This is an optimization exercise on Yosys and OpenROAD, whose aim is small area, a short achievable clock period and few clock cycles per item, not a production implementation.
Function was checked by simulation only, so behaviour that the tests miss may differ from the original.
Power is estimated from default activity; no workload was simulated.

## v6
==> flow/design.v <==
module Life_FA (a, b, c, s, co);
  input  a, b, c;
  output s, co;
  assign s  = a ^ b ^ c;
  assign co = (a & b) | (a & c) | (b & c);
endmodule
module Life_HA (a, b, s, co);
  input  a, b;
  output s, co;
  assign s  = a ^ b;
  assign co = a & b;
endmodule
module Life_Pair (a0, b0, a1, b1, sa, sb, kb);
  input  a0, b0, a1, b1;
  output sa, sb, kb;
  wire   ka;
  Life_HA h (.a(a0), .b(a1), .s(sa), .co(ka));
  Life_FA f (.a(b0), .b(b1), .c(ka), .s(sb), .co(kb));
endmodule
module Life_c_a21o (A1, A2, B1, X);
  input  A1, A2, B1;
  output X;
  assign X = (A1&A2) | (B1);
endmodule
module Life_c_a31oi (A1, A2, A3, B1, Y);
  input  A1, A2, A3, B1;
  output Y;
  assign Y = (~A1&~B1) | (~A2&~B1) | (~A3&~B1);
endmodule
module Life_c_nand2 (A, B, Y);
  input  A, B;
  output Y;
  assign Y = (~A) | (~B);
endmodule
module Life_c_nor2 (A, B, Y);
  input  A, B;
  output Y;
  assign Y = (~A&~B);
endmodule
module Life_c_o21ai (A1, A2, B1, Y);
  input  A1, A2, B1;
  output Y;
  assign Y = (~A1&~A2) | (~B1);
endmodule
module Life_c_o22ai (A1, A2, B1, B2, Y);
  input  A1, A2, B1, B2;
  output Y;
  assign Y = (~B1&~B2) | (~A1&~A2);
endmodule
module Life_c_o311ai (A1, A2, A3, B1, C1, Y);
  input  A1, A2, A3, B1, C1;
  output Y;
  assign Y = (~A1&~A2&~A3) | (~B1) | (~C1);
endmodule
module Life_Next (sa, sb, kb, ao, bo, c, sin, ld, st, hd, d);
  input  sa, sb, kb, ao, bo, c, sin, ld, st, hd;
  output d;
  wire   _00_, _01_, _02_, _03_, _04_, _05_, _06_, _07_, _08_, _09_, _10_;
  Life_c_a21o g11 (.A1(sb), .A2(bo), .B1(kb), .X(_00_));
  Life_c_nor2 g12 (.A(sa), .B(ao), .Y(_01_));
  Life_c_o22ai g13 (.A1(sa), .A2(ao), .B1(sb), .B2(bo), .Y(_02_));
  Life_c_nor2 g14 (.A(_02_), .B(_00_), .Y(_03_));
  Life_c_a31oi g15 (.A1(c), .A2(_00_), .A3(_01_), .B1(_03_), .Y(_04_));
  Life_c_nand2 g16 (.A(sa), .B(ao), .Y(_05_));
  Life_c_nor2 g17 (.A(c), .B(_05_), .Y(_06_));
  Life_c_o21ai g18 (.A1(sb), .A2(bo), .B1(kb), .Y(_07_));
  Life_c_nand2 g19 (.A(_07_), .B(st), .Y(_08_));
  Life_c_nand2 g20 (.A(ld), .B(sin), .Y(_09_));
  Life_c_nand2 g21 (.A(c), .B(hd), .Y(_10_));
  Life_c_o311ai g22 (.A1(_06_), .A2(_08_), .A3(_04_), .B1(_09_), .C1(_10_), .Y(d));
endmodule
module Life_c_nand3 (A, B, C, Y);
  input  A, B, C;
  output Y;
  assign Y = (~A) | (~B) | (~C);
endmodule
module Life_NextE (sa, sb, kb, c, sin, ld, st, hd, d);
  input  sa, sb, kb, c, sin, ld, st, hd;
  output d;
  wire   _00_, _01_, _02_, _03_, _04_, _05_, _06_;
  Life_c_nor2 g07 (.A(sa), .B(sb), .Y(_00_));
  Life_c_nand3 g08 (.A(_00_), .B(kb), .C(c), .Y(_01_));
  Life_c_nand2 g09 (.A(sa), .B(sb), .Y(_02_));
  Life_c_o21ai g10 (.A1(kb), .A2(_02_), .B1(_01_), .Y(_03_));
  Life_c_nand2 g11 (.A(_03_), .B(st), .Y(_04_));
  Life_c_nand2 g12 (.A(hd), .B(c), .Y(_05_));
  Life_c_nand2 g13 (.A(ld), .B(sin), .Y(_06_));
  Life_c_nand3 g14 (.A(_04_), .B(_05_), .C(_06_), .Y(d));
endmodule
module Life_Main (Clk, Reset, RD, WR, Addr, DataIn, DataOut);
  input         Clk, Reset, RD, WR;
  input  [14:0] Addr;
  input  [31:0] DataIn;
  output [31:0] DataOut;
  reg  [6:0]  count;           
  wire        run   = |count;
  wire        shift = (RD | WR) & ~Addr[0];
  wire        go    = WR & Addr[0] & (|DataIn[6:0]);
  wire        ld = ~Reset & shift;
  wire        st = ~Reset & ~shift & (run | go);
  wire        hd = ~Reset & ~shift & ~(run | go);
  wire [63:0] row  [0:15];     
  wire [63:0] sin  [0:15];     
  genvar r, x;
  generate
    for (r = 0; r < 16; r = r + 1) begin : R
      reg  [63:0] q;
      wire [63:0] d;
      wire [63:0] a, b;        
      for (x = 0; x < 64; x = x + 1) begin : C
        if (r == 0) begin : T
          Life_HA v (.a(q[x]), .b(row[1][x]), .s(a[x]), .co(b[x]));
        end else if (r == 15) begin : B
          Life_HA v (.a(row[14][x]), .b(q[x]), .s(a[x]), .co(b[x]));
        end else begin : M
          Life_FA v (.a(row[r-1][x]), .b(q[x]), .c(row[r+1][x]), .s(a[x]), .co(b[x]));
        end
      end
      for (x = 0; x < 64; x = x + 2) begin : P
        wire sa, sb, kb;
        Life_Pair p (.a0(a[x]), .b0(b[x]), .a1(a[x+1]), .b1(b[x+1]), .sa(sa), .sb(sb), .kb(kb));
        if (x == 0) begin : E0
          Life_NextE n0 (.sa(sa), .sb(sb), .kb(kb), .c(q[x]),
                         .sin(sin[r][x]), .ld(ld), .st(st), .hd(hd), .d(d[x]));
        end else begin : N0
          Life_Next n0 (.sa(sa), .sb(sb), .kb(kb), .ao(a[x-1]), .bo(b[x-1]), .c(q[x]),
                        .sin(sin[r][x]), .ld(ld), .st(st), .hd(hd), .d(d[x]));
        end
        if (x == 62) begin : E1
          Life_NextE n1 (.sa(sa), .sb(sb), .kb(kb), .c(q[x+1]),
                         .sin(sin[r][x+1]), .ld(ld), .st(st), .hd(hd), .d(d[x+1]));
        end else begin : N1
          Life_Next n1 (.sa(sa), .sb(sb), .kb(kb), .ao(a[x+2]), .bo(b[x+2]), .c(q[x+1]),
                        .sin(sin[r][x+1]), .ld(ld), .st(st), .hd(hd), .d(d[x+1]));
        end
      end
      assign row[r] = q;
      always @(posedge Clk) q <= d;
    end
    for (r = 0; r < 15; r = r + 1) begin : S
      assign sin[r] = row[r + 1];
    end
  endgenerate
  assign sin[15] = {row[0][31:0], WR ? DataIn : 32'd0};
  always @(posedge Clk) begin
    if (Reset)
      count <= 7'd0;
    else if (WR & Addr[0])
      count <= go ? DataIn[6:0] - 7'd1 : 7'd0;
    else if (run)
      count <= count - 7'd1;
  end
  assign DataOut = Addr[0] ? {25'd0, count} : row[0][63:32];
endmodule
Settings: LEC_CHECK=0, CAP_MARGIN=20, CORE_MARGIN=2, CORE_UTILIZATION=60, SETUP_SLACK_MARGIN=2.4, SLEW_MARGIN=20, SYNTH_HIERARCHICAL=1; clock period 5.0 ns.
run.sh (not shown) runs the stock make flow with config.mk's settings and CLKGATE_MAP_FILE= SYNTH_SCRIPT=/design/flow/synth_recipe.tcl, a recipe that flattens the netlist after the stock synthesis.
Testbench counts of v6, summed over its fixed seeds: cycles 17,057, items 128.
> inputs changed (v6 -> v7)
-- flow/design.v --
<<< v6, line 10
  assign s  = a ^ b;
  assign co = a & b;
endmodule
module Life_Pair (a0, b0, a1, b1, sa, sb, kb);
>>> v7, line 10
  assign s  = a ^ b;
  assign co = a & b;
endmodule
module Life_Ctl (Reset, RD, WR, A0, run, gz, ld, st, hd);
  input  Reset, RD, WR, A0, run, gz;
  output ld, st, hd;
  wire shift = (RD | WR) & ~A0;                
  wire step  = run | (WR & A0 & gz);           
  assign ld = ~Reset & shift;
  assign st = ~Reset & ~shift & step;
  assign hd = ~Reset & ~shift & ~step;
endmodule
module Life_Pair (a0, b0, a1, b1, sa, sb, kb);
<<< v6, line 37
  output Y;
  assign Y = (~A&~B);
endmodule
module Life_c_o21ai (A1, A2, B1, Y);
>>> v7, line 46
  output Y;
  assign Y = (~A&~B);
endmodule
module Life_c_inv (A, Y);
  input  A;
  output Y;
  assign Y = ~A;
endmodule
module Life_c_o21ai (A1, A2, B1, Y);
<<< v6, line 94
  output [31:0] DataOut;
  reg  [6:0]  count;           
  wire        run   = |count;
  wire        shift = (RD | WR) & ~Addr[0];
  wire        go    = WR & Addr[0] & (|DataIn[6:0]);
  wire        ld = ~Reset & shift;
  wire        st = ~Reset & ~shift & (run | go);
  wire        hd = ~Reset & ~shift & ~(run | go);
  wire [63:0] row  [0:15];     
  wire [63:0] sin  [0:15];     
>>> v7, line 108
  output [31:0] DataOut;
  reg  [6:0]  count;           
  reg         run;             
  reg         idle;            
  wire        gz  = |DataIn[6:0];
  wire [63:0] row  [0:15];     
  wire [63:0] sin  [0:15];     
<<< v6, line 106
    for (r = 0; r < 16; r = r + 1) begin : R
      reg  [63:0] q;
      wire [63:0] d;
      wire [63:0] a, b;        
>>> v7, line 117
    for (r = 0; r < 16; r = r + 1) begin : R
      reg  [63:0] q;
      wire        ld, st, hd;  
      Life_Ctl ctl (.Reset(Reset), .RD(RD), .WR(WR), .A0(Addr[0]), .run(run), .gz(gz),
                    .ld(ld), .st(st), .hd(hd));
      wire [63:0] d;
      wire [63:0] a, b;        
<<< v6, line 144
  assign sin[15] = {row[0][31:0], WR ? DataIn : 32'd0};
  always @(posedge Clk) begin
    if (Reset)
      count <= 7'd0;
    else if (WR & Addr[0])
      count <= go ? DataIn[6:0] - 7'd1 : 7'd0;
    else if (run)
      count <= count - 7'd1;
  end
  assign DataOut = Addr[0] ? {25'd0, count} : row[0][63:32];
endmodule
>>> v7, line 158
  assign sin[15] = {row[0][31:0], WR ? DataIn : 32'd0};
  always @(posedge Clk) begin
    if (Reset) begin
      count <= 7'd0;
      run   <= 1'b0;
      idle  <= 1'b1;
    end else if (WR & Addr[0]) begin
      count <= gz ? DataIn[6:0] - 7'd1 : 7'd0;
      run   <= gz & (DataIn[6:1] != 6'd0);
      idle  <= ~(gz & (DataIn[6:1] != 6'd0));
    end else if (run) begin
      count <= count - 7'd1;
      run   <= count != 7'd1;
      idle  <= count == 7'd1;
    end
  end
  genvar i;
  generate
    for (i = 0; i < 32; i = i + 1) begin : O
      wire wn;
      Life_c_inv   n (.A(row[0][32+i]), .Y(wn));
      Life_c_o21ai o (.A1(Addr[0]), .A2(wn), .B1(idle), .Y(DataOut[i]));
    end
  endgenerate
endmodule
==> comparison <==
- The data required time at the worst endpoint in v7 sits 0.02 ns above the value recorded for v6.
- Between v7 and v6, it is v7 whose non-clock buffer total of the final layout is higher, by 67%.
- Classification of the worst-slack hold path: in -> reg -> v7, reg -> reg -> v6
- NOTE post-synthesis cell area v6->v7 increased slightly
- Going from v6 to v7, number of storage elements in the synthesis netlist neither gained nor lost much; smallest setup slack after layout dropped 0.30 ns; data arrival time of the worst path rose 0.32 ns; power attributed to combinational cells shows a reduction of 34%; clock tree cell share of total cell area dropped 0.18 points.
Testbench counts of v7, summed over its fixed seeds: cycles 17,057, items 128.

==> separate check: timing with driven ports <==
The flow's constraints put no driver on any port. The routed layouts listed below were extracted and timed again, unchanged, in two steps.
Step 1 (the two cells are an assumption about what drives the block):
set clk [get_ports {Clk}]
set_driving_cell -lib_cell sky130_fd_sc_hd__clkbuf_16 $clk
set_driving_cell -lib_cell sky130_fd_sc_hd__buf_2 [delete_from_list [all_inputs] $clk]
Step 2 times the ports against the registers' clock, not the clock port: input delays grow and output delays shrink by t, the midpoint of the rising clock arrivals with the driver on.
Three values: no drivers, after step 1, after step 2; two values: the first two.
run	shift t [ns]	setup WS [ns]	latest minus earliest clock arrival (ns)	worst register clock-pin slew, ns
v6	0.897	2.399 / 2.262 / 1.633	0.027 / 0.028	0.06 / 0.06
v7	0.916	2.100 / 2.047 / 1.241	0.038 / 0.038	0.07 / 0.07
After both steps every run listed still meets setup and hold. For v7, which loses most, drivers alone change the setup slack by -0.053 ns; drivers and shift together by -0.859 ns.
